This design comes from an exercise in tuning for small area on the open sky130 flow, not from production work. At most, simulation tests tie the RTL to the original design; equivalence was not proved. Only the layout flow was run in runs 2 to 5; the RTL was not checked for function there. No activity file was given, so power comes from the tool's default toggle rates.

<file path="design/flow/flow/run.sh">
#!/bin/bash
# Standard ORFS synthesis, then an area-oriented ABC re-mapping of the
# combinational logic (registers untouched), then the standard layout with
# small port buffers and a leaner clock tree.
set -euo pipefail
HERE=$(pwd)
R=$HERE/orfs/results/sky130hd/udp_rx/base
LIB=$FLOW_HOME/platforms/sky130hd/lib/sky130_fd_sc_hd__tt_025C_1v80.lib
YOSYS=$(command -v yosys || echo $FLOW_HOME/../tools/install/yosys/bin/yosys)

bash standard.sh synth > standard_synth.log 2>&1

cp $R/1_2_yosys.v $HERE/std_1_2_yosys.v
FFS=$(grep -o 'sky130_fd_sc_hd__[a-z0-9_]*' $R/1_2_yosys.v | sort -u | grep -E '__(df|edf|sdf|dl|conb)' | tr '\n' ' ')
cat > remap.ys <<EOY
read_liberty -ignore_miss_func -ignore_miss_data_latch $LIB
blackbox $FFS
read_verilog $HERE/std_1_2_yosys.v
hierarchy -top $FLOW_TOP
flatten
opt_clean -purge
abc -dont_use sky130_fd_sc_hd__probe_p_8 -dont_use sky130_fd_sc_hd__probec_p_8 -dont_use sky130_fd_sc_hd__lpflow_* -liberty $LIB -script $HERE/flow/abc_remap.script
opt_clean -purge
setundef -zero
hilomap -singleton -hicell sky130_fd_sc_hd__conb_1 HI -locell sky130_fd_sc_hd__conb_1 LO
splitnets
opt_clean -purge
rename -enumerate -pattern remap_n% w:*:* w:*/*
rename -enumerate -pattern remap_c% c:*:* c:*/*
rename -enumerate -pattern remap_w% w:*.*
stat -liberty $LIB
write_verilog -noattr -nohex -nodec $R/1_2_yosys.v
EOY
$YOSYS -l remap_yosys.log remap.ys > /dev/null 2>&1
rm -f $R/1_synth.odb $R/1_synth.sdc

bash standard.sh \
  BUFFER_PORTS_ARGS="-buffer_cell sky130_fd_sc_hd__buf_1" \
  CTS_ARGS="-sink_clustering_enable -repair_clock_nets -dont_use_dummy_load -buf_list sky130_fd_sc_hd__clkbuf_16 -sink_clustering_size 26 -sink_clustering_max_diameter 120" \
  finish > standard.log 2>&1
</file>
<file path="design/flow/flow/abc_remap.script">
strash
&get -n
&deepsyn -T 60
&dch -f
&nf -R 1000
&put
</file>
<file path="design/flow/standard.sh">
#!/bin/bash
# synth_recipe.tcl (not shown) runs the flow's synth.tcl, then flattens the netlist and writes it again
# the make line also repeats each setting of config.mk as NAME=value (left out here)
make -C /OpenROAD-flow-scripts/flow DESIGN_CONFIG=/design/flow/config.mk WORK_HOME=/design/flow/orfs CLKGATE_MAP_FILE= SYNTH_SCRIPT=/design/flow/synth_recipe.tcl "${@:-finish}"
</file>
<file path="design/flow/config.mk">
export PLATFORM = sky130hd
export DESIGN_NAME = udp_rx
export DESIGN_NICKNAME = udp_rx
export VERILOG_FILES = /design/flow/design.v
export SDC_FILE = /design/flow/constraint.sdc
export NUM_CORES = 4
export LEC_CHECK = 0
export CAP_MARGIN = 0
export CORE_MARGIN = 2
export CORE_UTILIZATION = 65
export PLACE_DENSITY = 0.75
export SLEW_MARGIN = 0
</file>
<file path="design/flow/constraint.sdc">
create_clock -name core_clock -period 8.0 [get_ports {clk}]
set_input_delay 1.6000 -clock core_clock [delete_from_list [all_inputs] [get_ports {clk}]]
set_output_delay 1.6000 -clock core_clock [all_outputs]
set_load 0.01 [all_outputs]
</file>
<file path="design/flow/design.v">
module udp_rx #(
    parameter       BOARD_MAC   =   48'h00_11_22_33_44_55       ,
    parameter       BOARD_IP    =   {8'd192,8'd168,8'd1,8'd10}  ,
    parameter       BOARD_PORT  =   16'd1234
)(
    input                           clk                         ,
    input                           rst_n                       ,
    input                           gmii_rx_dv                  ,
    input           [7 : 0]         gmii_rxd                    ,
    input           [31 : 0]        crc_out                     ,
    output  reg     [7 : 0]         crc_data                    ,
    output  reg                     crc_en                      ,
    output  reg                     crc_clr                     ,
    output  reg     [1 : 0]         eth_rx_type                 ,
    output  reg                     rx_done                     ,
    output  reg     [ 7 : 0]        iudp_rx_data                ,
    output  reg                     iudp_rx_data_vld            ,
    output  reg     [15 : 0]        iudp_data_length            ,
    output  reg     [31 : 0]        data_checksum               ,
    output  reg     [7 : 0]         icmp_rx_type                ,
    output  reg     [7 : 0]         icmp_rx_code                ,
    output  reg     [15 : 0]        icmp_rx_id                  ,
    output  reg     [15 : 0]        icmp_rx_seq                 ,
    output  reg     [47 : 0]        src_mac                     ,
    output  reg     [31 : 0]        src_ip                      ,
    output  reg                     arp_rx_type
);
    localparam [2:0] IDLE      = 3'd0;
    localparam [2:0] ETH_HEAD  = 3'd1;
    localparam [2:0] IP_HEAD   = 3'd2;
    localparam [2:0] IUDP_HEAD = 3'd3;
    localparam [2:0] IUDP_DATA = 3'd4;
    localparam [2:0] ARP_DATA  = 3'd5;
    localparam [2:0] CRC       = 3'd6;
    localparam [2:0] RX_END    = 3'd7;
    reg     [2:0]   state_c, state_n;
    reg             start;
    reg     [2:0]   pre_cnt;         
    reg     [7:0]   rxd_r0;          
    reg             dv_r0;
    reg     [15:0]  cnt;
    reg             error_flag;
    reg             mac_uc, mac_bc;  
    reg             hdr_ok;          
    reg             op_b1;           
    reg     [79:0]  arp_sh;          
    wire    [3:0]   ihl = arp_sh[71:68];
    reg     [23:0]  des_crc;
    wire    [7:0]   rxd_r1 = crc_data;
    wire    st_idle = (state_c == IDLE);
    wire    st_eth  = (state_c == ETH_HEAD);
    wire    st_ip   = (state_c == IP_HEAD);
    wire    st_uh   = (state_c == IUDP_HEAD);
    wire    st_data = (state_c == IUDP_DATA);
    wire    st_arp  = (state_c == ARP_DATA);
    wire    st_crc  = (state_c == CRC);
    wire    st_end  = (state_c == RX_END);
    wire    add_cnt = dv_r0 && !st_idle && !st_end;
    wire    [15:0] cnt_p1 = cnt + 16'd1;
    reg     end_hit;
    always @(*) begin
        case (state_c)
            ETH_HEAD  : end_hit = (cnt == 16'd13);
            IP_HEAD   : end_hit = (cnt_p1 == {10'd0, ihl, 2'd0});
            IUDP_HEAD : end_hit = (cnt == 16'd7);
            IUDP_DATA : end_hit = iudp_rx_data_vld && (cnt_p1 == iudp_data_length);
            ARP_DATA  : end_hit = (cnt == 16'd45);
            CRC       : end_hit = iudp_rx_data_vld ? (iudp_data_length == 16'd1) : (cnt == 16'd3);
            default   : end_hit = 1'b0;
        endcase
    end
    wire    end_cnt = add_cnt && end_hit;
    always @(*) begin
        state_n = state_c;
        case (state_c)
            IDLE      : if (start) state_n = ETH_HEAD;
            ETH_HEAD  : if (error_flag) state_n = RX_END;
                        else if (end_cnt) state_n = (eth_rx_type == 2'd1) ? ARP_DATA : IP_HEAD;
            IP_HEAD   : if (error_flag) state_n = RX_END;
                        else if (end_cnt) state_n = IUDP_HEAD;
            IUDP_HEAD : if (end_cnt) state_n = IUDP_DATA;
            IUDP_DATA : if (end_cnt) state_n = CRC;
            ARP_DATA  : if (error_flag) state_n = RX_END;
                        else if (end_cnt) state_n = CRC;
            CRC       : if (end_cnt) state_n = RX_END;
            RX_END    : if (!gmii_rx_dv) state_n = IDLE;
        endcase
    end
    always @(posedge clk) begin
        if (!rst_n) state_c <= IDLE;
        else        state_c <= state_n;
    end
    always @(posedge clk) begin
        rxd_r0   <= gmii_rxd;
        dv_r0    <= gmii_rx_dv;
        crc_data <= rxd_r0;
        if (gmii_rx_dv && gmii_rxd == 8'h55)
            pre_cnt <= (pre_cnt == 3'd7) ? 3'd7 : pre_cnt + 3'd1;
        else
            pre_cnt <= 3'd0;
    end
    always @(posedge clk) begin
        if (!rst_n)
            start <= 1'b0;
        else if (st_idle)
            start <= gmii_rx_dv && (gmii_rxd == 8'hD5) && (pre_cnt == 3'd7);
    end
    always @(posedge clk) begin
        if (add_cnt && !end_cnt) cnt <= cnt_p1;
        else                     cnt <= 16'd0;
    end
    reg [7:0] mac_byte;
    always @(*) begin
        case (cnt[2:0])
            3'd0: mac_byte = BOARD_MAC[47:40];
            3'd1: mac_byte = BOARD_MAC[39:32];
            3'd2: mac_byte = BOARD_MAC[31:24];
            3'd3: mac_byte = BOARD_MAC[23:16];
            3'd4: mac_byte = BOARD_MAC[15:8];
            default: mac_byte = BOARD_MAC[7:0];
        endcase
    end
    always @(posedge clk) begin
        if (st_eth && add_cnt && cnt < 16'd6) begin
            mac_uc <= (mac_uc || cnt == 16'd0) && (rxd_r0 == mac_byte);
            mac_bc <= (mac_bc || cnt == 16'd0) && (rxd_r0 == 8'hFF);
        end
    end
    always @(*) begin
        case (state_c)
            ETH_HEAD : error_flag = (cnt == 16'd7  && !(mac_uc || mac_bc)) ||
                                    (cnt == 16'd13 && {rxd_r1, rxd_r0} != 16'h0800 && {rxd_r1, rxd_r0} != 16'h0806);
            IP_HEAD  : error_flag = (cnt == 16'd10 && rxd_r1 != 8'd17 && rxd_r1 != 8'd1) ||
                                    (cnt == 16'd19 && !(hdr_ok && {rxd_r1, rxd_r0} == BOARD_IP[15:0]));
            ARP_DATA : error_flag = (cnt == 16'd28 && !(hdr_ok && rxd_r1 == BOARD_IP[7:0]));
            default  : error_flag = 1'b0;
        endcase
    end
    always @(posedge clk) begin
        if (!rst_n)
            eth_rx_type <= 2'd0;
        else if (st_eth && add_cnt && cnt == 16'd12)
            eth_rx_type <= ({rxd_r0, gmii_rxd} == 16'h0806) ? 2'd1 : 2'd0;
        else if (st_ip && add_cnt && cnt == 16'd9) begin
            if (rxd_r0 == 8'd17)     eth_rx_type <= 2'd3;
            else if (rxd_r0 == 8'd1) eth_rx_type <= 2'd2;
        end
    end
    always @(posedge clk) begin
        if (st_ip && add_cnt && cnt == 16'd17)
            hdr_ok <= ({rxd_r1, rxd_r0} == BOARD_IP[31:16]);
        else if (st_arp && add_cnt && cnt == 16'd7)
            hdr_ok <= ({rxd_r1, rxd_r0} == 16'd1) || ({rxd_r1, rxd_r0} == 16'd2);
        else if (st_arp && add_cnt && cnt == 16'd25)
            hdr_ok <= hdr_ok && ({rxd_r1, rxd_r0} == BOARD_IP[31:16]);
        else if (st_arp && add_cnt && cnt == 16'd26)
            hdr_ok <= hdr_ok && (rxd_r0 == BOARD_IP[15:8]);
        if (st_arp && add_cnt && cnt == 16'd7)
            op_b1 <= rxd_r0[1];
    end
    always @(posedge clk) begin
        if (!rst_n)
            iudp_data_length <= 16'd0;
        else if (st_ip && add_cnt && cnt == 16'd4)
            iudp_data_length <= {arp_sh[79:72], rxd_r1} - {10'd0, ihl, 2'd0} - 16'd8;
    end
    always @(posedge clk) begin
        if (!rst_n) begin
            icmp_rx_type <= 8'd0;
            icmp_rx_code <= 8'd0;
            icmp_rx_id   <= 16'd0;
            icmp_rx_seq  <= 16'd0;
        end
        else if (st_uh && add_cnt && eth_rx_type == 2'd2) begin
            case (cnt)
                16'd0 : icmp_rx_type <= rxd_r0;
                16'd1 : icmp_rx_code <= rxd_r0;
                16'd5 : icmp_rx_id   <= {rxd_r1, rxd_r0};
                16'd7 : icmp_rx_seq  <= {rxd_r1, rxd_r0};
                default: ;
            endcase
        end
    end
    always @(posedge clk) begin
        if (st_data) iudp_rx_data <= rxd_r0;
        iudp_rx_data_vld <= st_data;
        crc_clr <= st_idle;
        crc_en  <= !st_idle && !st_end && !st_crc;
    end
    always @(posedge clk) begin
        if (!rst_n)
            des_crc <= 24'hff_ff_ff;
        else if (add_cnt && st_crc)
            des_crc <= {rxd_r0, des_crc[23:8]};
    end
    wire arp_shift = st_arp && add_cnt && cnt >= 16'd8 && cnt <= 16'd17;
    always @(posedge clk) begin
        if (arp_shift)
            arp_sh[79:32] <= arp_sh[71:24];
        else begin
            if (st_ip && add_cnt && cnt == 16'd3)
                arp_sh[79:72] <= rxd_r1;
            if (st_ip && add_cnt && cnt == 16'd0)
                arp_sh[71:68] <= rxd_r0[3:0];
        end
    end
    always @(posedge clk) begin
        if (!rst_n || st_end)
            arp_sh[31:0] <= 32'd0;
        else if (arp_shift)
            arp_sh[31:0] <= {arp_sh[23:0], rxd_r0};
        else if (st_data && add_cnt && eth_rx_type == 2'd2) begin
            if (end_cnt && iudp_data_length[0])
                arp_sh[31:0] <= arp_sh[31:0] + {24'd0, rxd_r0};
            else if (cnt[0])
                arp_sh[31:0] <= arp_sh[31:0] + {16'd0, rxd_r1, rxd_r0};
        end
    end
    always @(posedge clk) begin
        if (!rst_n) begin
            rx_done       <= 1'b0;
            src_mac       <= 48'd0;
            src_ip        <= 32'd0;
            arp_rx_type   <= 1'b0;
            data_checksum <= 32'd0;
        end
        else if (st_crc && end_cnt && ({rxd_r0, des_crc} == crc_out)) begin
            if (eth_rx_type == 2'd1) begin
                src_mac     <= arp_sh[79:32];
                src_ip      <= arp_sh[31:0];
                arp_rx_type <= op_b1;
            end
            else if (eth_rx_type == 2'd2)
                data_checksum <= arp_sh[31:0];
            rx_done <= 1'b1;
        end
        else
            rx_done <= 1'b0;
    end
endmodule
</file>
==> results.py, run 1 <==
metrics = {
    "finish": {
        "multi_input_area_mm2": 0.00517,
        "layout_commonest_cell": "dfxtp_1",
        "fill_cells": 1412,
        "antenna_cells": 0,
        "area.sequential_mm2": 0.00739,
        "stdcell_area_mm2": 0.0146,
        "nets": 1489,
        "areaGrowthSynthToFinish_pct": 15.2,
        "mostFrequentLayoutCells": "dfxtp_1 (277), buf_1 (241), a22o_1 (166), nand2_1 (81), nor2_1 (73)",
        "drive_gt1_share_pct": 4.02,
    },
    "global_routing": {
        "grt_pass1_wl_um": 54800,
        "grt_max_degree": 56,
        "grt_use_total_pct": 33.7,
        "antenna_found_initial": 0,
        "grt_overflow": 0,
        "grt_pass1_vias": 10000,
    },
    "floorplan": {
        "die-width_um": 144,
        "ios": 242,
        "rows": 51,
        "core-area_mm2": 0.0193,
        "dieArea_mm2": 0.0206,
        "die_y_um": 144,
        "start_util_pct": 65.7,
    },
    "clock_network": {
        "root_buffer": "clkbuf_16",
        "cts_max_level": 1,
        "clkTransAtPathRegs_ps": 110,
        "cts_buffers": 17,
        "clk_path_buf_depth": 3,
        "clock_latency_ps": 510,
        "cts.sinks": 339,
        "hold_buffers": 0,
        "cts_tree": "yes",
    },
    "synthesis": {
        "syn_area_per_cell_um2": 10.9,
        "syn-cell-area_mm2": 0.0127,
        "synth-warning-count": 1,
        "syn-num-nets": 1201,
        "syn_inst": 1158,
    },
    "sta": {
        "min_period_ps": 7450,
        "setup_viol": 0,
        "skew_ps": 64.9,
        "rsz0062_at_grt": "no",
        "hold_viol_final": 0,
        "fin_tns_setup_ps": 0,
        "holdWs_ps": 452,
        "fin_crit_sh_pct": 93.1,
        "slew_headroom_pct": 20.2,
        "final_max_slew_viol_count": 0,
        "fmax_ghz": 0.134,
        "tightest_slew_ps": 1200,
    },
    "pwr": {
        "p_int_uw": 2200,
        "power_density_mw_per_mm2": 197,
        "p_clk_share_pct": 31.0,
        "seqPwrFrac_pct": 61.8,
        "power.share.combinational_pct": 7.2,
        "switching_share_pct": 23.5,
        "p_switching_uw": 676,
        "power_uw": 2880,
        "vdd_drop_max_uv": 170,
        "p_leak_uw": 0.00515,
    },
    "hold_path": {
        "min_path_cells": 0,
        "holdPathEnd": "arp_sh[54]$_DFFE_PP_",
        "hold_path.class": "register to register",
        "min-delay-start": "arp_sh[46]$_DFFE_PP_",
    },
    "setup_path": {
        "rrSetupSlack_ps": 550,
        "path_common_cell": "and3_1",
        "cp-end-kind": "register",
        "worstPathMaxFanout": 17,
        "worst_path_max_delay_cell": "dfxtp_4",
        "crit_required_ps": 8390,
        "crit_type": "register to register",
        "r2r_start": "cnt[2]$_SDFF_PN0_",
        "rr_endpoint": "arp_sh[31]$_SDFFE_PP0P_",
        "start_kind": "register",
        "worstPathArrival_ps": 7840,
        "slowest_delay_ps": 470,
        "r2r_cells": 34,
    },
    "status": {
        "outcome": "complete, no violations",
    },
    "placed_design": {
        "port_buffers": 241,
        "dp_hpwl_um": 24500,
        "gp_congestion": 0.947,
        "placedInstanceArea_mm2": 0.0141,
    },
    "routing": {
        "topRoutingLayerUsed": "met4",
        "remaining_drc_errors": 0,
        "vias_per_cell": 6.36,
        "wl_um": 35600,
        "firstDrtPassIters": 5,
        "wl_met1_um": 14800,
        "wl_met3_um": 2930,
        "drt_iter0_markers": 886,
        "num_vias": 10900,
        "ant_nets": 0,
        "routedWlPerCell_um": 20.8,
        "dr_wl_met2_um": 16600,
    },
    "job": {
        "drv_cap": 0,
    },
}
[sequential cells by signal (all words and copies together), names as in the netlist, 16 cells and up]
signal / flops
des_crc: 24
icmp_rx_seq: 16
iudp_data_length: 16
arp_sh: 80
icmp_rx_id: 16
cnt: 16
src_ip: 32
data_checksum: 32
src_mac: 48
[what timing repair did]
action	4_1_cts	5_1_grt
setup endpoints to repair	0	5
setup buffers	0	0
gates resized for setup	0	8
[stage by stage]
stage / std cells / worst slack (ps) / utilization (%)
global route: 1709 / 31.6 / 75.7
detailed placement: 1692 / 350 / 73.4
CTS: 1709 / 233 / 75.6
floorplan: 1158 / 880 / -
finish: 1709 / 552 / 75.7
global placement: 1692 / 755 / 73.4
[power groups by stage]
stage | Sequential (µW) | Combinational (µW) | Clock [µW]
floorplan | 1830 | 107 | 0
global placement | 1820 | 199 | 0
detailed placement | 1820 | 200 | 0
CTS | 1780 | 201 | 897
global route | 1780 | 226 | 957
finish | 1780 | 207 | 892
[worst max path at each step]
stage | start | slack [ps] | cells after the start | to
after CTS | cnt[2]$_SDFF_PN0_ | 230 | 34 | arp_sh[31]$_SDFFE_PP0P_
after detailed placement | cnt[2]$_SDFF_PN0_ | 350 | 34 | arp_sh[31]$_SDFFE_PP0P_
after global placement | cnt[2]$_SDFF_PN0_ | 750 | 34 | arp_sh[31]$_SDFFE_PP0P_
final | cnt[2]$_SDFF_PN0_ | 550 | 34 | arp_sh[31]$_SDFFE_PP0P_
after floorplan | state_c[2]$_SDFFE_PN0P_ | 880 | 32 | arp_sh[31]$_SDFFE_PP0P_
after global routing | cnt[2]$_SDFF_PN0_ | 30 | 34 | arp_sh[31]$_SDFFE_PP0P_
[per-layer routing]
layer	up-vias	GRT usage [%]
met2	534	55.2
met4	0	10.9
met5	-	0
li1	5004	-
met3	106	5.36
met1	5222	46.2
[critical path, delay by kind of cell (launching register included)]
kind            cells  cell delay [ps]
compound gates      8             1600
xor+xnor            4              810
fa+ha+maj           1              400
buf+inv             2              160
flops               1              470
simple gates       19             3890
[area by class of cell]
type	count	share of cell area, %
inverters	40	1.03
flip-flops and latches	339	50.7
multi-input cells	779	35.4
repair buffers	269	7.64
clock buffers	17	2.92
well taps	265	2.27
==> inputs of run 2 (changes only) <==
--- a/design/flow/design.v
+++ b/design/flow/design.v
@@ -42,3 +42,2 @@
     reg             error_flag;
-    reg             mac_uc, mac_bc;  
     reg             hdr_ok;          
@@ -101,8 +100,6 @@
     end
-    always @(posedge clk) begin
-        if (!rst_n)
-            start <= 1'b0;
-        else if (st_idle)
-            start <= gmii_rx_dv && (gmii_rxd == 8'hD5) && (pre_cnt == 3'd7);
-    end
+    reg sfd_seen;
+    always @(posedge clk)
+        sfd_seen <= rst_n && gmii_rx_dv && (gmii_rxd == 8'hD5) && (pre_cnt == 3'd7);
+    always @(*) start = crc_clr && sfd_seen;
     always @(posedge clk) begin
@@ -122,8 +119,5 @@
     end
-    always @(posedge clk) begin
-        if (st_eth && add_cnt && cnt < 16'd6) begin
-            mac_uc <= (mac_uc || cnt == 16'd0) && (rxd_r0 == mac_byte);
-            mac_bc <= (mac_bc || cnt == 16'd0) && (rxd_r0 == 8'hFF);
-        end
-    end
+    wire mac_uc = arp_sh[32];
+    wire mac_bc = arp_sh[33];
+    wire mac_upd = st_eth && add_cnt && cnt < 16'd6;
     always @(*) begin
@@ -204,2 +198,6 @@
                 arp_sh[71:68] <= rxd_r0[3:0];
+            if (mac_upd) begin
+                arp_sh[32] <= (mac_uc || cnt == 16'd0) && (rxd_r0 == mac_byte);
+                arp_sh[33] <= (mac_bc || cnt == 16'd0) && (rxd_r0 == 8'hFF);
+            end
         end
==> design/flow/flow/run.sh (replaced) <==
#!/bin/bash
# Standard ORFS synthesis, then an area-oriented ABC re-mapping of the
# combinational logic (registers untouched; several random seeds, smallest
# kept), then the standard layout with small port buffers and a leaner
# clock tree.
set -euo pipefail
HERE=$(pwd)
R=$HERE/orfs/results/sky130hd/udp_rx/base
LIB=$FLOW_HOME/platforms/sky130hd/lib/sky130_fd_sc_hd__tt_025C_1v80.lib
YOSYS=$(command -v yosys || echo $FLOW_HOME/../tools/install/yosys/bin/yosys)
SEEDS="0 1 2 3"

bash standard.sh synth > standard_synth.log 2>&1

cp $R/1_2_yosys.v $HERE/std_1_2_yosys.v
FFS=$(grep -o 'sky130_fd_sc_hd__[a-z0-9_]*' $R/1_2_yosys.v | sort -u | grep -E '__(df|edf|sdf|dl|conb)' | tr '\n' ' ')
for s in $SEEDS; do
  sed "s/@SEED@/$s/" flow/abc_remap.script > abc_remap_$s.script
  cat > remap_$s.ys <<EOY
read_liberty -ignore_miss_func -ignore_miss_data_latch $LIB
blackbox $FFS
read_verilog $HERE/std_1_2_yosys.v
hierarchy -top $FLOW_TOP
flatten
opt_clean -purge
abc -dont_use sky130_fd_sc_hd__probe_p_8 -dont_use sky130_fd_sc_hd__probec_p_8 -dont_use sky130_fd_sc_hd__lpflow_* -liberty $LIB -script $HERE/abc_remap_$s.script
opt_clean -purge
setundef -zero
hilomap -singleton -hicell sky130_fd_sc_hd__conb_1 HI -locell sky130_fd_sc_hd__conb_1 LO
splitnets
opt_clean -purge
rename -enumerate -pattern remap_n% w:*:* w:*/*
rename -enumerate -pattern remap_c% c:*:* c:*/*
rename -enumerate -pattern remap_w% w:*.*
tee -o remap_area_$s.txt stat -liberty $LIB
write_verilog -noattr -nohex -nodec $HERE/remap_$s.v
EOY
  ( $YOSYS -l remap_yosys_$s.log remap_$s.ys > /dev/null 2>&1 || true ) &
done
wait
best=""; best_area=""
for s in $SEEDS; do
  a=$(grep 'Chip area' remap_area_$s.txt 2>/dev/null | awk '{print $NF}')
  [[ -n "$a" && -s remap_$s.v ]] || continue
  echo "seed $s area $a" >> remap_choice.log
  if [[ -z "$best" ]] || awk "BEGIN{exit !($a < $best_area)}"; then best=$s; best_area=$a; fi
done
if [[ -n "$best" ]]; then
  echo "chosen seed $best area $best_area" >> remap_choice.log
  cp remap_$best.v $R/1_2_yosys.v
  rm -f $R/1_synth.odb $R/1_synth.sdc
else
  echo "remap failed; keeping the standard netlist" >> remap_choice.log
fi

bash standard.sh \
  BUFFER_PORTS_ARGS="-buffer_cell sky130_fd_sc_hd__buf_1" \
  CTS_ARGS="-sink_clustering_enable -repair_clock_nets -dont_use_dummy_load -buf_list sky130_fd_sc_hd__clkbuf_8 -sink_clustering_size 16 -sink_clustering_max_diameter 100" \
  finish > standard.log 2>&1
==> design/flow/flow/abc_remap.script (replaced) <==
strash
&get -n
&deepsyn -T 60 -S @SEED@
&dch -f
&nf -R 1000
&put
==> results.py, run 2 <==
metrics = {
    "sta": {
        "final_max_slew_viol_count": 0,
        "setup_viol": 0,
        "tightest_slew_ps": 1240,
        "hold_viol_final": 0,
        "min_period_ps": 7450,
        "fin_crit_sh_pct": 93.2,
        "setup_slack_ps": 547,
        "fmax_ghz": 0.134,
        "skew_ps": 90.5,
        "slew_headroom_pct": 16.8,
    },
    "global_routing": {
        "grt_overflow": 0,
        "antenna_found_initial": 0,
        "grt_pass1_wl_um": 55900,
        "grt_max_degree": 83,
        "grt_use_total_pct": 34.2,
        "grt_pass1_vias": 10500,
    },
    "routing": {
        "remaining_drc_errors": 0,
        "wl_um": 36500,
        "routedWlPerCell_um": 20.6,
        "num_vias": 11100,
        "vias_per_cell": 6.29,
        "firstDrtPassIters": 6,
        "drt_iter0_markers": 902,
        "ant_nets": 0,
    },
    "finish": {
        "areaGrowthSynthToFinish_pct": 14.9,
        "multi_input_area_mm2": 0.00525,
        "drive_gt1_share_pct": 5.46,
        "fill_cells": 1421,
        "area.sequential_mm2": 0.00733,
        "nets": 1547,
        "antenna_cells": 0,
        "top_register": "arp_sh",
        "stdcell_area_mm2": 0.0146,
        "mostFrequentLayoutCells": "dfxtp_1 (274), buf_1 (241), a22o_1 (160), nand2_1 (123), nor2_1 (76)",
        "largest_reg_flops": 80,
        "layout_commonest_cell": "dfxtp_1",
        "reg_top3": "arp_sh (80), src_mac (48)",
    },
    "clock_network": {
        "root_buffer": "clkbuf_8",
        "cts_tree": "yes",
        "cts.sinks": 337,
        "clock_latency_ps": 580,
        "hold_buffers": 0,
        "cts_buffers": 25,
        "clk_path_buf_depth": 3,
        "cts_max_level": 1,
        "clkTransAtPathRegs_ps": 100,
    },
    "floorplan": {
        "die_y_um": 144,
        "dieArea_mm2": 0.0207,
        "start_util_pct": 65.7,
        "ios": 242,
        "core-area_mm2": 0.0193,
        "rows": 51,
        "die-width_um": 144,
    },
    "hold_path": {
        "min_path_cells": 0,
        "hold_path.class": "register to register",
    },
    "setup_path": {
        "cpLargestDelayFamily": "simple AND/OR/NAND/NOR gates",
        "cp_num_buf_inv": 2,
        "crit_required_ps": 8500,
        "cp-end-kind": "register",
        "crit_type": "register to register",
        "path_common_cell": "and3_1",
        "r2r_cells": 39,
        "path_depth": 39,
        "start_kind": "register",
        "worst_path_max_delay_cell": "dfxtp_1",
        "slowest_delay_ps": 550,
        "worstPathArrival_ps": 7950,
        "worstPathMaxFanout": 11,
    },
    "synthesis": {
        "synth-warning-count": 1,
        "syn-cell-area_mm2": 0.0127,
        "syn_inst": 1204,
        "syn_area_per_cell_um2": 10.6,
        "syn-num-nets": 1247,
    },
    "placed_design": {
        "dp_hpwl_um": 25200,
        "placedInstanceArea_mm2": 0.0142,
        "port_buffers": 241,
        "place_ws_ps": 561,
        "gp_congestion": 0.980,
    },
    "pwr": {
        "power_density_mw_per_mm2": 180,
        "power_uw": 2620,
        "vdd_drop_max_uv": 174,
        "p_leak_uw": 0.00510,
    },
    "status": {
        "outcome": "complete, no violations",
    },
    "job": {
        "drv_cap": 0,
    },
}
==> run 2: layout make-up <==
type / instances / share of cell area, %
multi-input cells: 814 / 36.0
repair buffers: 273 / 7.84
inverters: 53 / 1.36
clock buffers: 25 / 2.36
flip-flops and latches: 337 / 50.2
well taps: 265 / 2.27
==> run 2: path summary, 6_finish.rpt <==
kind | startpoint | endpoint | slack, ps
worst min-delay path | arp_sh[55]$_DFFE_PP_ | arp_sh[63]$_DFFE_PP_ | 450
worst max-delay path | cnt[4]$_SDFF_PN0_ | arp_sh[31]$_SDFFE_PP0P_ | 550
worst max register to register | cnt[4]$_SDFF_PN0_ | arp_sh[31]$_SDFFE_PP0P_ | 550
worst min register to register | arp_sh[55]$_DFFE_PP_ | arp_sh[63]$_DFFE_PP_ | 450
==> run 2: power by group <==
part,switching (µW),internal (µW)
Clock,509,280
Combinational,70.7,29.9
Sequential,10.4,1720
==> run 2: per-layer routing <==
| layer | global-route usage (%) | vias up | share of wire, % |
|---|---|---|---|
| li1 | - | 5118 | - |
| met1 | 47.2 | 5337 | 42 |
| met2 | 54.5 | 550 | 46 |
| met3 | 5.16 | 107 | 7.9 |
| met4 | 13.2 | 0 | 3.8 |
| met5 | 0 | - | 0 |
==> run 2: worst reg2reg max path: cells and delay by family, from the launching register on <==
family	cells	cell delay (ps)
DFF	1	550
buffers and inverters	2	170
AOI/OAI and AO/OA	11	2160
and+or+nand+nor	22	3840
xor gates and xnor gates	4	650
==> run 2: through the flow <==
stage | TNS (ps) | utilization (%) | hold slack (ps) | cells
floorplan | 0 | - | 427 | 1204
CTS | 0 | 75.2 | 452 | 1766
finish | 0 | 75.5 | 451 | 1767
detailed placement | 0 | 73.4 | 434 | 1741
global placement | 0 | 73.4 | 428 | 1741
global route | -76.8 | 75.5 | 466 | 1767
==> run 2: what timing repair did <==
| item | CTS | global route |
|---|---|---|
| endpoints found under the setup margin | 0 | 4 |
| gates resized for setup | 0 | 20 |
| buffers inserted | 0 | 1 |
==> inputs of run 3 (changes only) <==
--- a/design/flow/flow/run.sh
+++ b/design/flow/flow/run.sh
@@ -57,3 +57,3 @@
   BUFFER_PORTS_ARGS="-buffer_cell sky130_fd_sc_hd__buf_1" \
-  CTS_ARGS="-sink_clustering_enable -repair_clock_nets -dont_use_dummy_load -buf_list sky130_fd_sc_hd__clkbuf_8 -sink_clustering_size 16 -sink_clustering_max_diameter 100" \
+  CTS_ARGS="-sink_clustering_enable -repair_clock_nets -dont_use_dummy_load -buf_list sky130_fd_sc_hd__clkbuf_8 -sink_clustering_size 14 -sink_clustering_max_diameter 100" \
   finish > standard.log 2>&1
==> results.py, run 3 <==
metrics = {
    "finish": {
        "top_register": "arp_sh",
        "reg_top3": "arp_sh (80), src_mac (48)",
        "mostFrequentLayoutCells": "dfxtp_1 (274), buf_1 (241), a22o_1 (163), nor2_1 (115), nand2_1 (103)",
        "fin_cells": 1773,
        "utilization_pct": 75.9,
        "nets": 1553,
        "layout_commonest_cell": "dfxtp_1",
        "stdcell_area_mm2": 0.0147,
        "largest_reg_flops": 80,
        "areaGrowthSynthToFinish_pct": 15.3,
        "antenna_cells": 0,
        "drive_gt1_share_pct": 5.37,
    },
    "pwr": {
        "p_leak_uw": 0.00520,
        "power_uw": 2720,
        "vdd_drop_max_uv": 153,
        "power_density_mw_per_mm2": 186,
    },
    "setup_path": {
        "r2r_cells": 38,
        "slowest_delay_ps": 420,
        "rrSetupSlack_ps": 350,
        "crit_type": "register to register",
        "path_depth": 38,
        "worstPathMaxFanout": 13,
        "worstPathArrival_ps": 8130,
        "rr_endpoint": "arp_sh[31]$_SDFFE_PP0P_",
        "crit_required_ps": 8480,
        "cp_num_buf_inv": 2,
        "start_kind": "register",
        "worst_path_max_delay_cell": "dfxtp_2",
        "r2r_start": "cnt[0]$_SDFF_PN0_",
        "cp-end-kind": "register",
        "path_common_cell": "and3_1",
        "cpLargestDelayFamily": "simple AND/OR/NAND/NOR gates",
    },
    "global_routing": {
        "grt_overflow": 0,
        "grt_pass1_wl_um": 54500,
        "antenna_found_initial": 0,
        "grt_max_degree": 83,
        "grt_pass1_vias": 10300,
        "grt_use_total_pct": 33.4,
    },
    "clock_network": {
        "clock_latency_ps": 570,
        "clk_path_buf_depth": 3,
        "cts_max_level": 1,
        "clkTransAtPathRegs_ps": 100,
        "cts_tree": "yes",
        "cts.sinks": 337,
        "root_buffer": "clkbuf_8",
        "cts_buffers": 28,
    },
    "placed_design": {
        "port_buffers": 241,
        "dp_hpwl_um": 25200,
        "post-place-cells": 1743,
        "placedInstanceArea_mm2": 0.0142,
        "gp_congestion": 0.960,
    },
    "job": {
        "drv_cap": 0,
    },
    "status": {
        "outcome": "complete, no violations",
    },
    "routing": {
        "vias_per_cell": 6.31,
        "drt_iter0_markers": 944,
        "routedWlPerCell_um": 20.6,
        "ant_nets": 0,
        "remaining_drc_errors": 0,
        "num_vias": 11200,
        "wl_um": 36500,
        "firstDrtPassIters": 5,
    },
    "sta": {
        "fin_crit_sh_pct": 95.6,
        "setup_viol": 0,
        "fin_tns_setup_ps": 0,
        "tightest_slew_ps": 1220,
        "final_max_slew_viol_count": 0,
        "min_period_ps": 7650,
        "fmax_ghz": 0.131,
        "skew_ps": 63.4,
        "hold_viol_final": 0,
        "slew_headroom_pct": 18.7,
    },
    "floorplan": {
        "die_y_um": 144,
        "ios": 242,
        "rows": 51,
        "start_util_pct": 65.8,
        "dieArea_mm2": 0.0207,
        "core-area_mm2": 0.0193,
        "die-width_um": 144,
    },
    "synthesis": {
        "synth-warning-count": 1,
        "syn_inst": 1204,
        "syn-cell-area_mm2": 0.0127,
        "syn_area_per_cell_um2": 10.6,
        "syn-num-nets": 1247,
    },
    "hold_path": {
        "min_path_cells": 0,
        "min-delay-start": "arp_sh[51]$_DFFE_PP_",
        "holdPathEnd": "arp_sh[59]$_DFFE_PP_",
        "hold_path.class": "register to register",
    },
}
## run 3: cell types whose count changed in the layout (fill, tap and decap cells not counted), moves of 5 or more
cell and change:
clkinv_1 -6, nand2_1 -20, nor2_1 +39, xnor2_1 -6, nor2_2 -5, nor2b_1 -7
## run 3: worst max-delay path by stage
stage                            from                      end  slack (ps)
floorplan           cnt[2]$_SDFF_PN0_  arp_sh[31]$_SDFFE_PP0P_         160
global placement    cnt[1]$_SDFF_PN0_  arp_sh[31]$_SDFFE_PP0P_         340
detailed placement  cnt[1]$_SDFF_PN0_  arp_sh[31]$_SDFFE_PP0P_          20
CTS                 cnt[3]$_SDFF_PN0_  arp_sh[31]$_SDFFE_PP0P_          30
global route        cnt[2]$_SDFF_PN0_  arp_sh[31]$_SDFFE_PP0P_          -9
finish              cnt[0]$_SDFF_PN0_  arp_sh[31]$_SDFFE_PP0P_         350
## run 3: final cells by class
class / count / area, µm²
clock buffers: 28 / 385
repair buffers: 276 / 1170
fillers: 1467 / 4660
inverters: 46 / 173
well taps: 265 / 332
multi-input cells: 821 / 5280
flip-flops and latches: 337 / 7340
## run 3: metrics by stage
stage,hold WS [ps],setup slack (ps)
2_1_floorplan,427,156
3_3_place_gp,428,335
3_5_place_dp,436,21.9
4_1_cts,453,32.4
5_1_grt,467,-8.79
6_report,452,351
## run 3: power by group
| part | total (µW) | leakage, µW | switching [µW] | internal, µW |
|---|---|---|---|---|
| registers | 1750 | 0.00277 | 21.0 | 1730 |
| clock network | 827 | 0.000201 | 515 | 312 |
| logic | 146 | 0.00223 | 99.4 | 46.5 |
| total | 2720 | 0.00520 | 636 | 2090 |
## run 3: repair_timing
| action | CTS | global route |
|---|---|---|
| hold buffers | 0 | 0 |
| pin swaps | 0 | 2 |
| setup endpoints to repair | 1 | 7 |
| buffers inserted | 0 | 2 |
| gates resized for setup | 1 | 19 |
## run 3: metal layers
layer / GRT usage [%] / wire (µm)
met3: 5.50 / 3020
met5: 0 / 0
met2: 53.4 / 17000
met4: 11.5 / 1150
met1: 46.4 / 15300
==> inputs of run 4 (changes only) <==
--- a/design/flow/design.v
+++ b/design/flow/design.v
@@ -143,3 +143,5 @@
     always @(posedge clk) begin
-        if (st_ip && add_cnt && cnt == 16'd17)
+        if (!rst_n)
+            hdr_ok <= 1'b0;
+        else if (st_ip && add_cnt && cnt == 16'd17)
             hdr_ok <= ({rxd_r1, rxd_r0} == BOARD_IP[31:16]);
@@ -151,3 +153,5 @@
             hdr_ok <= hdr_ok && (rxd_r0 == BOARD_IP[15:8]);
-        if (st_arp && add_cnt && cnt == 16'd7)
+        if (!rst_n)
+            op_b1 <= 1'b0;
+        else if (st_arp && add_cnt && cnt == 16'd7)
             op_b1 <= rxd_r0[1];
@@ -191,3 +195,5 @@
     always @(posedge clk) begin
-        if (arp_shift)
+        if (!rst_n)
+            arp_sh[79:32] <= 48'd0;
+        else if (arp_shift)
             arp_sh[79:32] <= arp_sh[71:24];
--- a/design/flow/flow/run.sh
+++ b/design/flow/flow/run.sh
@@ -57,3 +57,3 @@
   BUFFER_PORTS_ARGS="-buffer_cell sky130_fd_sc_hd__buf_1" \
-  CTS_ARGS="-sink_clustering_enable -repair_clock_nets -dont_use_dummy_load -buf_list sky130_fd_sc_hd__clkbuf_8 -sink_clustering_size 14 -sink_clustering_max_diameter 100" \
+  CTS_ARGS="-sink_clustering_enable -repair_clock_nets -dont_use_dummy_load -buf_list sky130_fd_sc_hd__clkbuf_8 -sink_clustering_size 16 -sink_clustering_max_diameter 60" \
   finish > standard.log 2>&1
==> results.py, run 4 <==
metrics = {
    "status": {
        "outcome": "complete, no violations",
    },
    "setup_path": {
        "crit_type": "register to register",
        "endpoint": "arp_sh[31]$_SDFFE_PP0P_",
        "worst_path_max_delay_cell": "maj3_1",
        "rr_endpoint": "arp_sh[31]$_SDFFE_PP0P_",
        "start_kind": "register",
        "crit_required_ps": 8460,
        "r2r_cells": 42,
        "worstPathArrival_ps": 8030,
        "cp-end-kind": "register",
        "worstPathMaxFanout": 8,
        "crit_start": "arp_sh[1]$_SDFFE_PP0P_",
        "r2r_start": "arp_sh[1]$_SDFFE_PP0P_",
        "rrSetupSlack_ps": 430,
        "slowest_delay_ps": 410,
        "path_common_cell": "nor2_1",
    },
    "clock_network": {
        "cts.sinks": 337,
        "clkTransAtPathRegs_ps": 90,
        "cts_tree": "yes",
        "clock_latency_ps": 600,
        "cts_max_level": 1,
        "cts_buffers": 27,
        "clk_path_buf_depth": 3,
        "hold_buffers": 0,
        "root_buffer": "clkbuf_8",
    },
    "finish": {
        "largest_reg_flops": 80,
        "reg_top3": "arp_sh (80), src_mac (48)",
        "antenna_cells": 0,
        "utilization_pct": 75.8,
        "fin_cells": 1852,
        "drive_gt1_share_pct": 4.60,
        "layout_commonest_cell": "dfxtp_1",
        "mostFrequentLayoutCells": "dfxtp_1 (328), buf_1 (241), a22o_1 (196), nand2_1 (140), nor2_1 (87)",
        "nets": 1632,
        "top_register": "arp_sh",
        "stdcell_area_mm2": 0.0147,
        "areaGrowthSynthToFinish_pct": 14.7,
    },
    "placed_design": {
        "port_buffers": 241,
        "dp_hpwl_um": 25600,
        "post-place-cells": 1823,
        "gp_congestion": 0.957,
        "placedInstanceArea_mm2": 0.0143,
    },
    "sta": {
        "min_period_ps": 7570,
        "final_max_slew_viol_count": 0,
        "fmax_ghz": 0.132,
        "slew_headroom_pct": 16.4,
        "fin_tns_setup_ps": 0,
        "hold_viol_final": 0,
        "fin_crit_sh_pct": 94.6,
        "setup_viol": 0,
        "skew_ps": 78.8,
        "tightest_slew_ps": 1250,
    },
    "pwr": {
        "seqPwrFrac_pct": 64.4,
        "p_int_uw": 2030,
        "switching_share_pct": 23.3,
        "power.share.combinational_pct": 4.8,
        "vdd_drop_max_uv": 183,
        "power_density_mw_per_mm2": 180,
        "p_switching_uw": 618,
        "p_clk_share_pct": 30.8,
        "p_leak_uw": 0.00534,
    },
    "synthesis": {
        "syn_inst": 1293,
        "synth-warning-count": 1,
        "syn_area_per_cell_um2": 9.92,
        "syn-num-nets": 1336,
        "syn-cell-area_mm2": 0.0128,
    },
    "global_routing": {
        "grt_pass1_vias": 10400,
        "grt_pass1_wl_um": 56400,
        "grt_use_total_pct": 34.2,
        "antenna_found_initial": 0,
        "grt_max_degree": 82,
        "grt_overflow": 0,
    },
    "floorplan": {
        "dieArea_mm2": 0.0209,
        "ios": 242,
        "core-area_mm2": 0.0194,
        "die-width_um": 144,
        "start_util_pct": 66.1,
        "die_y_um": 144,
        "rows": 51,
    },
    "hold_path": {
        "min-delay-start": "rxd_r0[2]$_DFF_P_",
        "hold_path.class": "register to register",
    },
    "routing": {
        "num_vias": 11700,
        "drt_iter0_markers": 1103,
        "wl_um": 37400,
        "routedWlPerCell_um": 20.2,
        "vias_per_cell": 6.32,
        "ant_nets": 0,
        "firstDrtPassIters": 5,
        "remaining_drc_errors": 0,
    },
    "job": {
        "drv_cap": 0,
    },
}
## run 4: changes by cell type in the layout (fill, tap and decap cells not counted), sizes merged, moves of 26 or more
cell | before | now
a22o | 163 | 196
dfxtp | 279 | 329
edfxtp | 58 | 8
nand2 | 103 | 140
nand2b | 12 | 42
nor2 | 117 | 91
## run 4: per-layer routing
metal,track usage [%],up-vias,part of all wire (%)
li1,-,5435,-
met1,48.3,5588,43
met2,54.3,576,45
met3,5.10,104,8.2
met4,10.8,0,3.4
met5,0,-,0
## run 4: timing repair
item                       4_1_cts  5_1_grt
resized for setup                0       20
setup buffers                    0        2
setup endpoints to repair        0        5
## run 4: layout make-up
type                    instances  area, µm²
fillers                      1448       4690
inverters                      27        101
repair buffers                267       1100
multi-input cells             929       5980
flip-flops and latches        337       6830
clock buffers                  27        372
well taps                     265        332
## run 4: worst min path at each step
| stage | cells after the start | endpoint |
|---|---|---|
| 6_report | 2 | arp_sh[2]$_SDFFE_PP0P_ |
| 5_1_grt | 1 | src_ip[10]$_SDFFE_PN0P_ |
| 4_1_cts | 2 | arp_sh[2]$_SDFFE_PP0P_ |
| 3_5_place_dp | 1 | icmp_rx_id[0]$_SDFFE_PN0P_ |
| 3_3_place_gp | 1 | des_crc[5]$_SDFFE_PN1P_ |
| 2_1_floorplan | 2 | arp_sh[73]$_SDFFE_PN0P_ |
## run 4: per-stage QoR
step                hold slack (ps)  power (µW)  worst slack, ps
floorplan                       431        1810              875
global placement                452        1860              685
detailed placement              452        1870              252
CTS                             468        2650              184
global route                    499        2720            -93.8
finish                          477        2650              432
## run 4: power groups by stage
| stage | sequential [µW] | combinational, µW | clock [µW] |
|---|---|---|---|
| 2_1_floorplan | 1750 | 58.8 | 0 |
| 3_3_place_gp | 1740 | 121 | 0 |
| 3_5_place_dp | 1740 | 121 | 0 |
| 4_1_cts | 1700 | 122 | 821 |
| 5_1_grt | 1710 | 136 | 880 |
| 6_report | 1710 | 127 | 814 |
## run 4: critical path, delay by kind of cell (launching register included)
kind | cells | cell delay [ps]
XOR/XNOR | 2 | 300
flip-flops | 1 | 370
AO/OA/AOI/OAI | 11 | 1930
AND/OR/NAND/NOR | 27 | 4060
adder cells (fa/ha/maj) | 2 | 820
==> inputs of run 5 (changes only) <==
--- a/design/flow/flow/run.sh
+++ b/design/flow/flow/run.sh
@@ -57,3 +57,3 @@
   BUFFER_PORTS_ARGS="-buffer_cell sky130_fd_sc_hd__buf_1" \
-  CTS_ARGS="-sink_clustering_enable -repair_clock_nets -dont_use_dummy_load -buf_list sky130_fd_sc_hd__clkbuf_8 -sink_clustering_size 16 -sink_clustering_max_diameter 60" \
+  CTS_ARGS="-sink_clustering_enable -repair_clock_nets -dont_use_dummy_load -buf_list sky130_fd_sc_hd__clkbuf_8 -sink_clustering_size 16 -sink_clustering_max_diameter 100" \
   finish > standard.log 2>&1
==> results.py, run 5 <==
metrics = {
    "status": {
        "outcome": "complete, no violations",
    },
    "placed_design": {
        "port_buffers": 241,
        "dp_hpwl_um": 25600,
        "gp_congestion": 0.957,
        "placedInstanceArea_mm2": 0.0143,
        "post-place-cells": 1823,
    },
    "setup_path": {
        "worst_path_max_delay_cell": "maj3_1",
        "worstPathArrival_ps": 8070,
        "crit_required_ps": 8450,
        "start_kind": "register",
        "cp-end-kind": "register",
        "slowest_delay_ps": 420,
        "crit_type": "register to register",
        "r2r_start": "arp_sh[1]$_SDFFE_PP0P_",
        "path_common_cell": "nor2_1",
        "crit_start": "arp_sh[1]$_SDFFE_PP0P_",
        "worstPathMaxFanout": 8,
    },
    "clock_network": {
        "clkTransAtPathRegs_ps": 110,
        "cts_tree": "yes",
        "cts_buffers": 25,
        "clock_latency_ps": 600,
        "hold_buffers": 0,
        "root_buffer": "clkbuf_8",
        "cts_max_level": 1,
        "cts.sinks": 337,
        "clk_path_buf_depth": 3,
    },
    "finish": {
        "top_register": "arp_sh",
        "fill_cells": 1460,
        "reg_top3": "arp_sh (80), src_mac (48)",
        "nets": 1630,
        "layout_commonest_cell": "dfxtp_1",
        "drive_gt1_share_pct": 4.35,
        "areaGrowthSynthToFinish_pct": 14.4,
        "fin_cells": 1850,
        "largest_reg_flops": 80,
        "mostFrequentLayoutCells": "dfxtp_1 (328), buf_1 (241), a22o_1 (196), nand2_1 (140), nor2_1 (88)",
        "antenna_cells": 0,
        "stdcell_area_mm2": 0.0147,
    },
    "global_routing": {
        "grt_pass1_vias": 10300,
        "grt_pass1_wl_um": 56200,
        "grt_use_total_pct": 34.1,
        "grt_max_degree": 82,
        "grt_overflow": 0,
        "antenna_found_initial": 0,
    },
    "pwr": {
        "vdd_drop_max_uv": 157,
        "power_density_mw_per_mm2": 179,
        "p_leak_uw": 0.00532,
    },
    "hold_path": {
        "hold_path.class": "register to register",
        "min-delay-start": "des_crc[21]$_SDFFE_PN1P_",
    },
    "sta": {
        "slew_headroom_pct": 14.0,
        "skew_ps": 111,
        "setup_viol": 0,
        "final_max_slew_viol_count": 0,
        "fin_crit_sh_pct": 95.3,
        "min_period_ps": 7620,
        "fmax_ghz": 0.131,
        "hold_viol_final": 0,
        "tightest_slew_ps": 1290,
    },
    "routing": {
        "ant_nets": 0,
        "num_vias": 11700,
        "vias_per_cell": 6.34,
        "drt_iter0_markers": 1243,
        "routedWlPerCell_um": 20.1,
        "remaining_drc_errors": 0,
        "firstDrtPassIters": 5,
        "wl_um": 37200,
    },
    "synthesis": {
        "syn_area_per_cell_um2": 9.92,
        "syn_inst": 1293,
        "syn-cell-area_mm2": 0.0128,
        "synth-warning-count": 1,
        "syn-num-nets": 1336,
    },
    "floorplan": {
        "rows": 51,
        "die-width_um": 144,
        "core-area_mm2": 0.0194,
        "ios": 242,
        "die_y_um": 144,
        "start_util_pct": 66.1,
        "dieArea_mm2": 0.0209,
    },
    "job": {
        "drv_cap": 0,
    },
}
==> run 5: worst paths after layout <==
path | cells after the start | slack [ps] | to
setup / recovery | 42 | 380 | arp_sh[31]$_SDFFE_PP0P_
hold / removal | 1 | 470 | des_crc[13]$_SDFFE_PN1P_
setup reg to reg | 42 | 380 | arp_sh[31]$_SDFFE_PP0P_
hold reg to reg | 1 | 470 | des_crc[13]$_SDFFE_PN1P_
==> run 5: cell type report <==
cell class / count / area [µm²] / area share [%]
Clock buffer: 25 / 344 / 2.34
Inverter: 27 / 101 / 0.691
Multi-Input combinational cell: 929 / 5970 / 40.7
Sequential cell: 337 / 6830 / 46.5
Timing Repair Buffer: 267 / 1100 / 7.49
Tap cell: 265 / 332 / 2.26
==> run 5: routing by layer <==
| metal | vias up | part of all wire, % | track usage (%) |
|---|---|---|---|
| met1 | 5603 | 43 | 48.5 |
| met2 | 599 | 45 | 54.5 |
| met4 | 0 | 3.4 | 10.0 |
| met5 | - | 0 | 0 |
| met3 | 92 | 8.5 | 4.60 |
| li1 | 5428 | - | - |
==> run 5: stage by stage <==
step	hold slack (ps)	util, %	TNS (ps)	setup WS (ps)	power, µW
after floorplan	431	-	0	875	1810
final	470	75.6	0	380	2620
after global routing	477	75.6	-216	-164	2700
after CTS	473	75.3	0	168	2620
after detailed placement	452	73.6	0	252	1870
after global placement	452	73.6	0	685	1860
==> run 5: power by group <==
part / internal [µW] / leakage, µW / switching, µW
Clock: 280 / 0.000180 / 509
Sequential: 1690 / 0.00273 / 15.2
Combinational: 37.3 / 0.00242 / 89.1
Total: 2010 / 0.00532 / 613
==> run 5: repair_timing <==
item	4_1_cts	5_1_grt
endpoints found under the setup margin	0	5
gates resized for setup	0	18
hold endpoints to repair	0	0
buffers inserted	0	2
==> run 5: critical path: cells and delay by family, from the launching register on <==
kind            cells  cell delay [ps]
flops               1              370
xor+xnor            2              300
compound gates     10             1750
simple gates       28             4260
fa+ha+maj           2              830
==> inputs of run 6 (changes only) <==
--- a/design/flow/design.v
+++ b/design/flow/design.v
@@ -42,2 +42,3 @@
     reg             error_flag;
+    reg             mac_uc, mac_bc;  
     reg             hdr_ok;          
@@ -100,6 +101,8 @@
     end
-    reg sfd_seen;
-    always @(posedge clk)
-        sfd_seen <= rst_n && gmii_rx_dv && (gmii_rxd == 8'hD5) && (pre_cnt == 3'd7);
-    always @(*) start = crc_clr && sfd_seen;
+    always @(posedge clk) begin
+        if (!rst_n)
+            start <= 1'b0;
+        else if (st_idle)
+            start <= gmii_rx_dv && (gmii_rxd == 8'hD5) && (pre_cnt == 3'd7);
+    end
     always @(posedge clk) begin
@@ -119,5 +122,8 @@
     end
-    wire mac_uc = arp_sh[32];
-    wire mac_bc = arp_sh[33];
-    wire mac_upd = st_eth && add_cnt && cnt < 16'd6;
+    always @(posedge clk) begin
+        if (st_eth && add_cnt && cnt < 16'd6) begin
+            mac_uc <= (mac_uc || cnt == 16'd0) && (rxd_r0 == mac_byte);
+            mac_bc <= (mac_bc || cnt == 16'd0) && (rxd_r0 == 8'hFF);
+        end
+    end
     always @(*) begin
@@ -143,5 +149,3 @@
     always @(posedge clk) begin
-        if (!rst_n)
-            hdr_ok <= 1'b0;
-        else if (st_ip && add_cnt && cnt == 16'd17)
+        if (st_ip && add_cnt && cnt == 16'd17)
             hdr_ok <= ({rxd_r1, rxd_r0} == BOARD_IP[31:16]);
@@ -153,5 +157,3 @@
             hdr_ok <= hdr_ok && (rxd_r0 == BOARD_IP[15:8]);
-        if (!rst_n)
-            op_b1 <= 1'b0;
-        else if (st_arp && add_cnt && cnt == 16'd7)
+        if (st_arp && add_cnt && cnt == 16'd7)
             op_b1 <= rxd_r0[1];
@@ -195,5 +197,3 @@
     always @(posedge clk) begin
-        if (!rst_n)
-            arp_sh[79:32] <= 48'd0;
-        else if (arp_shift)
+        if (arp_shift)
             arp_sh[79:32] <= arp_sh[71:24];
@@ -204,6 +204,2 @@
                 arp_sh[71:68] <= rxd_r0[3:0];
-            if (mac_upd) begin
-                arp_sh[32] <= (mac_uc || cnt == 16'd0) && (rxd_r0 == mac_byte);
-                arp_sh[33] <= (mac_bc || cnt == 16'd0) && (rxd_r0 == 8'hFF);
-            end
         end
--- a/design/flow/flow/run.sh
+++ b/design/flow/flow/run.sh
@@ -10,3 +10,3 @@
 YOSYS=$(command -v yosys || echo $FLOW_HOME/../tools/install/yosys/bin/yosys)
-SEEDS="0 1 2 3"
+SEEDS="0 1 2 3 4 5 6 7"
 
@@ -38,2 +38,3 @@
   ( $YOSYS -l remap_yosys_$s.log remap_$s.ys > /dev/null 2>&1 || true ) &
+  while [[ $(jobs -r | wc -l) -ge 4 ]]; do sleep 1; done
 done
--- a/design/flow/config.mk
+++ b/design/flow/config.mk
@@ -9,4 +9,4 @@
 export CORE_MARGIN = 2
-export CORE_UTILIZATION = 65
-export PLACE_DENSITY = 0.75
+export CORE_UTILIZATION = 80
+export PLACE_DENSITY = 0.88
 export SLEW_MARGIN = 0
==> results.py, run 6 <==
metrics = {
    "placed_design": {
        "gp_congestion": 1.08,
        "port_buffers": 241,
        "dp_hpwl_um": 27900,
        "place_ws_ps": 20.9,
        "placedInstanceArea_mm2": 0.0140,
    },
    "synthesis": {
        "synth-warning-count": 1,
        "syn-cell-area_mm2": 0.0127,
        "syn_inst": 1158,
        "syn_area_per_cell_um2": 10.9,
        "syn-num-nets": 1201,
    },
    "status": {
        "lastStage": "global routing (5_1_grt)",
        "error": "[ERROR GRT-0232] Routing congestion too high. Check the congestion heatmap in the GUI.",
        "outcome": "did not finish",
    },
    "clock_network": {
        "cts_buffers": 25,
        "root_buffer": "clkbuf_8",
        "cts_max_level": 1,
        "clk_path_buf_depth": 3,
    },
    "global_routing": {
        "grt_max_degree": 55,
        "grt_overflow": 28,
        "grt_use_total_pct": 77.1,
    },
    "floorplan": {
        "rows": 45,
        "die-width_um": 130,
        "die_y_um": 130,
        "start_util_pct": 82.7,
        "ios": 242,
    },
    "sta": {
        "grt-worst-endpoint": "arp_sh[31]$_SDFFE_PP0P_/D",
        "worstEpCategory": "sequential cell input",
    },
}
[run 6: worst max path at each step]
stage | endpoint | cells after the start | slack [ps]
4_1_cts | arp_sh[31]$_SDFFE_PP0P_ | 35 | 30
3_5_place_dp | arp_sh[31]$_SDFFE_PP0P_ | 35 | 20
3_3_place_gp | arp_sh[31]$_SDFFE_PP0P_ | 35 | 660
2_1_floorplan | arp_sh[31]$_SDFFE_PP0P_ | 32 | 880
[run 6: metrics by stage]
stage / power, µW / cells
2_1_floorplan: 1930 / 1158
3_3_place_gp: 2000 / 1634
3_5_place_dp: 2020 / 1634
4_1_cts: 2790 / 1659
[run 6: layer usage]
layer / GRT overflow / GRT usage [%]
met3: 5 / 64.5
met5: 0 / 38.2
met4: 9 / 73.8
met2: 14 / 91.4
met1: 0 / 77.8
[run 6: timing repair]
item / CTS
hold buffers: 0
buffers inserted: 0
resized for setup: 6
endpoints found under the setup margin: 3
endpoints found under the hold margin: 0
[run 6: power by group through the flow]
stage,logic [µW],registers (µW),clock network [µW]
global placement,183,1820,0
detailed placement,194,1820,0
floorplan,107,1830,0
CTS,204,1790,796
==> inputs of run 7 (changes only) <==
--- a/design/flow/config.mk
+++ b/design/flow/config.mk
@@ -9,4 +9,5 @@
 export CORE_MARGIN = 2
-export CORE_UTILIZATION = 80
-export PLACE_DENSITY = 0.88
+export CORE_UTILIZATION = 65
+export GPL_TIMING_DRIVEN = 0
+export PLACE_DENSITY = 0.75
 export SLEW_MARGIN = 0
==> results.py, run 7 <==
metrics = {
    "clock_network": {
        "hold_buffers": 0,
        "cts.sinks": 339,
        "cts_tree": "yes",
        "clk_path_buf_depth": 3,
        "cts_max_level": 1,
        "cts_buffers": 25,
        "root_buffer": "clkbuf_8",
        "clkTransAtPathRegs_ps": 100,
        "clock_latency_ps": 590,
    },
    "finish": {
        "reg_top3": "arp_sh (80), src_mac (48)",
        "nets": 1479,
        "antenna_cells": 0,
        "fill_cells": 1405,
        "drive_gt1_share_pct": 3.97,
        "mostFrequentLayoutCells": "dfxtp_1 (275), buf_1 (241), a22o_1 (166), nand2_1 (80), nor2_1 (72)",
        "multi_input_area_mm2": 0.00522,
        "top_register": "arp_sh",
        "largest_reg_flops": 80,
        "layout_commonest_cell": "dfxtp_1",
        "fin_cells": 1699,
        "stdcell_area_mm2": 0.0145,
        "areaGrowthSynthToFinish_pct": 14.6,
        "area.sequential_mm2": 0.00740,
    },
    "setup_path": {
        "path_common_cell": "and3_1",
        "crit_start": "cnt[2]$_SDFF_PN0_",
        "slowest_delay_ps": 490,
        "crit_required_ps": 8490,
        "rrSetupSlack_ps": 510,
        "start_kind": "register",
        "worstPathMaxFanout": 17,
        "crit_type": "register to register",
        "r2r_start": "cnt[2]$_SDFF_PN0_",
        "worstPathArrival_ps": 7980,
        "cp-end-kind": "register",
        "worst_path_max_delay_cell": "dfxtp_4",
    },
    "sta": {
        "fmax_ghz": 0.133,
        "slew_headroom_pct": 8.14,
        "rsz0062_at_grt": "no",
        "fin_crit_sh_pct": 93.6,
        "setup_viol": 0,
        "hold_viol_final": 0,
        "tightest_slew_ps": 1370,
        "min_period_ps": 7490,
        "skew_ps": 91.7,
        "final_max_slew_viol_count": 0,
    },
    "floorplan": {
        "start_util_pct": 65.7,
        "dieArea_mm2": 0.0206,
        "core-area_mm2": 0.0193,
        "ios": 242,
        "rows": 51,
        "die_y_um": 144,
        "die-width_um": 144,
    },
    "routing": {
        "wl_um": 34800,
        "firstDrtPassIters": 7,
        "drt_iter0_markers": 901,
        "routedWlPerCell_um": 20.5,
        "num_vias": 10800,
        "remaining_drc_errors": 0,
        "vias_per_cell": 6.33,
        "ant_nets": 0,
    },
    "global_routing": {
        "grt_pass1_vias": 9872,
        "grt_overflow": 0,
        "grt_pass1_wl_um": 52500,
        "grt_use_total_pct": 32.2,
        "antenna_found_initial": 0,
        "grt_max_degree": 76,
    },
    "pwr": {
        "power_uw": 2780,
        "power_density_mw_per_mm2": 191,
        "vdd_drop_max_uv": 132,
        "p_leak_uw": 0.00509,
    },
    "placed_design": {
        "port_buffers": 241,
        "placedInstanceArea_mm2": 0.0141,
        "gp_congestion": 0.972,
        "post-place-cells": 1671,
        "dp_hpwl_um": 23900,
    },
    "hold_path": {
        "min-delay-start": "arp_sh[43]$_DFFE_PP_",
        "hold_path.class": "register to register",
    },
    "status": {
        "outcome": "complete, no violations",
    },
    "synthesis": {
        "syn-cell-area_mm2": 0.0127,
        "synth-warning-count": 1,
        "syn_area_per_cell_um2": 10.9,
        "syn_inst": 1158,
        "syn-num-nets": 1201,
    },
    "job": {
        "drv_cap": 0,
    },
}
run 7: critical path: cells and delay by family, from the launching register on:
family,cells,cell delay [ps]
AO/OA/AOI/OAI,11,2460
XOR/XNOR,3,480
adder cells (fa/ha/maj),1,390
buffers and inverters,2,180
flip-flops,1,490
AND/OR/NAND/NOR,17,3350
run 7: layout make-up:
class	count	area share, %
clock buffers	25	2.37
inverters	40	1.04
multi-input cells	779	35.9
flip-flops and latches	339	51.0
well taps	265	2.28
repair buffers	251	7.40
run 7: repair_timing:
action	in CTS	in global routing
setup buffers	1	2
cloned	0	0
endpoints found under the setup margin	3	8
pin swaps	0	1
resized for setup	5	13
run 7: through the flow:
stage	TNS, ps	utilization (%)	hold slack [ps]	setup WS, ps
floorplan	0	-	427	880
global placement	-2940	72.1	431	-677
detailed placement	-589	73.2	436	-256
CTS	0	75.1	457	38.5
global route	0	75.3	468	2.85
finish	0	75.3	454	509
run 7: power breakdown:
group | switching (µW) | internal (µW) | leakage [µW]
logic | 110 | 63.4 | 0.00213
clock network | 516 | 280 | 0.000180
registers | 56.3 | 1750 | 0.00278
run 7: per-layer routing:
metal / GRT usage, % / part of all wire (%) / vias to the layer above
met4: 10.8 / 2.8 / 0
met1: 44.8 / 42 / 5186
met5: 0 / 0 / -
met3: 4.53 / 7.7 / 81
met2: 52.2 / 47 / 511
li1: - / - / 4982
run 7: worst paths after layout:
kind | endpoint | depth (start not counted)
worst max-delay path | arp_sh[31]$_SDFFE_PP0P_ | 34
worst min-delay path | arp_sh[51]$_DFFE_PP_ | 0
worst max register to register | arp_sh[31]$_SDFFE_PP0P_ | 34
worst min register to register | arp_sh[51]$_DFFE_PP_ | 0
==> inputs of run 8 (changes only) <==
--- a/design/flow/config.mk
+++ b/design/flow/config.mk
@@ -10,3 +10,2 @@
 export CORE_UTILIZATION = 65
-export GPL_TIMING_DRIVEN = 0
 export PLACE_DENSITY = 0.75
==> results.py, run 8 <==
metrics = {
    "status": {
        "outcome": "complete, no violations",
    },
    "finish": {
        "areaGrowthSynthToFinish_pct": 14.5,
        "nets": 1497,
        "largest_reg_flops": 80,
        "mostFrequentLayoutCells": "dfxtp_1 (277), buf_1 (241), a22o_1 (166), nand2_1 (81), nor2_1 (73)",
        "antenna_cells": 0,
        "reg_top3": "arp_sh (80), src_mac (48)",
        "fin_cells": 1717,
        "top_register": "arp_sh",
        "drive_gt1_share_pct": 4.48,
        "fill_cells": 1443,
        "layout_commonest_cell": "dfxtp_1",
    },
    "sta": {
        "fmax_ghz": 0.134,
        "tightest_slew_ps": 1170,
        "holdWs_ps": 456,
        "slew_headroom_pct": 22.1,
        "fin_crit_sh_pct": 93.0,
        "setup_viol": 0,
        "final_max_slew_viol_count": 0,
        "skew_ps": 59.8,
        "hold_viol_final": 0,
        "fin_tns_setup_ps": 0,
        "min_period_ps": 7440,
        "rsz0062_at_grt": "no",
    },
    "setup_path": {
        "cp-end-kind": "register",
        "path_common_cell": "and3_1",
        "slowest_delay_ps": 470,
        "crit_required_ps": 8470,
        "crit_type": "register to register",
        "worstPathMaxFanout": 17,
        "worstPathArrival_ps": 7910,
        "worst_path_max_delay_cell": "dfxtp_4",
        "start_kind": "register",
    },
    "clock_network": {
        "root_buffer": "clkbuf_8",
        "cts_buffers": 25,
        "cts_max_level": 1,
        "clkTransAtPathRegs_ps": 110,
        "hold_buffers": 0,
        "clock_latency_ps": 580,
        "clk_path_buf_depth": 3,
        "cts_setup_buffers": 0,
        "cts_tree": "yes",
        "cts.sinks": 339,
    },
    "synthesis": {
        "syn_area_per_cell_um2": 10.9,
        "syn_inst": 1158,
        "syn-cell-area_mm2": 0.0127,
        "syn-num-nets": 1201,
        "synth-warning-count": 1,
    },
    "global_routing": {
        "grt-busiest-layer": "met2",
        "grtUsageMet1_pct": 45.7,
        "grt_pass1_vias": 9974,
        "grt_use_total_pct": 33.2,
        "grt_pass1_wl_um": 54000,
        "globalRouteMet2Util_pct": 53.4,
        "grt_overflow": 0,
        "grt_max_degree": 56,
        "antenna_found_initial": 0,
        "met3_usage_pct": 5.56,
    },
    "placed_design": {
        "post-place-cells": 1692,
        "dp_hpwl_um": 24500,
        "gp_congestion": 0.947,
        "port_buffers": 241,
    },
    "floorplan": {
        "core-area_mm2": 0.0193,
        "rows": 51,
        "dieArea_mm2": 0.0206,
        "start_util_pct": 65.7,
        "ios": 242,
        "die-width_um": 144,
        "die_y_um": 144,
    },
    "pwr": {
        "seqPwrFrac_pct": 64.0,
        "p_leak_uw": 0.00512,
        "power.share.combinational_pct": 7.4,
        "p_clk_share_pct": 28.6,
        "p_int_uw": 2100,
        "vdd_drop_max_uv": 177,
        "power_uw": 2780,
        "switching_share_pct": 24.4,
        "power_density_mw_per_mm2": 191,
        "p_switching_uw": 678,
    },
    "routing": {
        "routedWlPerCell_um": 20.3,
        "num_vias": 10700,
        "ant_nets": 0,
        "vias_per_cell": 6.25,
        "drt_iter0_markers": 944,
        "firstDrtPassIters": 5,
        "wl_um": 34900,
        "remaining_drc_errors": 0,
    },
    "hold_path": {
        "hold_path.class": "register to register",
    },
    "job": {
        "drv_cap": 0,
    },
}
-- run 8: power by group through the flow --
stage          clock network (µW)  registers, µW  logic, µW
4_1_cts                       800           1780        201
5_1_grt                       861           1780        226
6_report                      793           1780        205
2_1_floorplan                   0           1830        107
3_5_place_dp                    0           1820        200
3_3_place_gp                    0           1820        199
-- run 8: critical path: cells and delay by family, from the launching register on --
kind	cells	cell delay [ps]
buf+inv	2	160
flops	1	470
fa+ha+maj	1	400
compound gates	8	1630
xor+xnor	4	810
simple gates	19	3870
-- run 8: final cells by class --
type / count / area, µm² / area share, %
inverters: 40 / 150 / 1.04
well taps: 265 / 332 / 2.29
clock buffers: 25 / 344 / 2.37
repair buffers: 269 / 1110 / 7.69
multi-input cells: 779 / 5170 / 35.6
flip-flops and latches: 339 / 7390 / 51.0
-- run 8: worst paths after layout --
check	from	end	slack [ps]	depth (start not counted)
setup / recovery	cnt[2]$_SDFF_PN0_	arp_sh[31]$_SDFFE_PP0P_	560	34
hold / removal	arp_sh[44]$_DFFE_PP_	arp_sh[52]$_DFFE_PP_	460	0
setup reg to reg	cnt[2]$_SDFF_PN0_	arp_sh[31]$_SDFFE_PP0P_	560	34
hold reg to reg	arp_sh[44]$_DFFE_PP_	arp_sh[52]$_DFFE_PP_	460	0
-- run 8: timing repair --
item,in CTS,in global routing
resized for setup,0,7
endpoints found under the setup margin,0,5
endpoints found under the hold margin,0,0
-- run 8: routing by layer --
metal / wire (µm) / part of all wire [%] / vias to the layer above
met4: 1320 / 3.8 / 0
met2: 16100 / 46 / 500
met1: 14700 / 42 / 5115
li1: - / - / 5017
met5: 0 / 0 / -
met3: 2730 / 7.8 / 96
-- run 8: metrics by stage --
stage               area, µm²  util (%)  setup slack, ps
floorplan               12700         -              880
global placement        14100      73.4              755
detailed placement      14100      73.4              350
CTS                     14500      75.2              312
global route            14500      75.3             1.75
finish                  14500      75.3              562

[static timing again, ports no longer ideal]
The flow's constraints put no driver on any port. The routed layouts listed below were extracted and timed again, unchanged, in two steps.
Step 1, drivers: a clkbuf_16 drives clk and a buf_2 each remaining input, both assumed.
Step 2 times the ports against the registers' clock, not the clock port: input delays grow and output delays shrink by t, the midpoint of the rising clock arrivals with the driver on.
a / b / c = no drivers / after step 1 / after step 2; a / b = the first two.
run	shift t [ns]	setup WS [ns]	worst setup path after step 2	pins driven straight from the clock port
run 1	0.522	0.552 / 0.552 / 0.552	register to register	1
run 2	0.586	0.547 / 0.547 / 0.547	register to register	1
run 3	0.589	0.351 / 0.351 / 0.351	register to register	1
run 4	0.605	0.432 / 0.432 / 0.432	register to register	1
run 5	0.590	0.380 / 0.380 / 0.380	register to register	1
run 7	0.589	0.509 / 0.509 / 0.509	register to register	1
run 8	0.592	0.562 / 0.562 / 0.562	register to register	1
After both steps setup and hold are still met in every run listed.
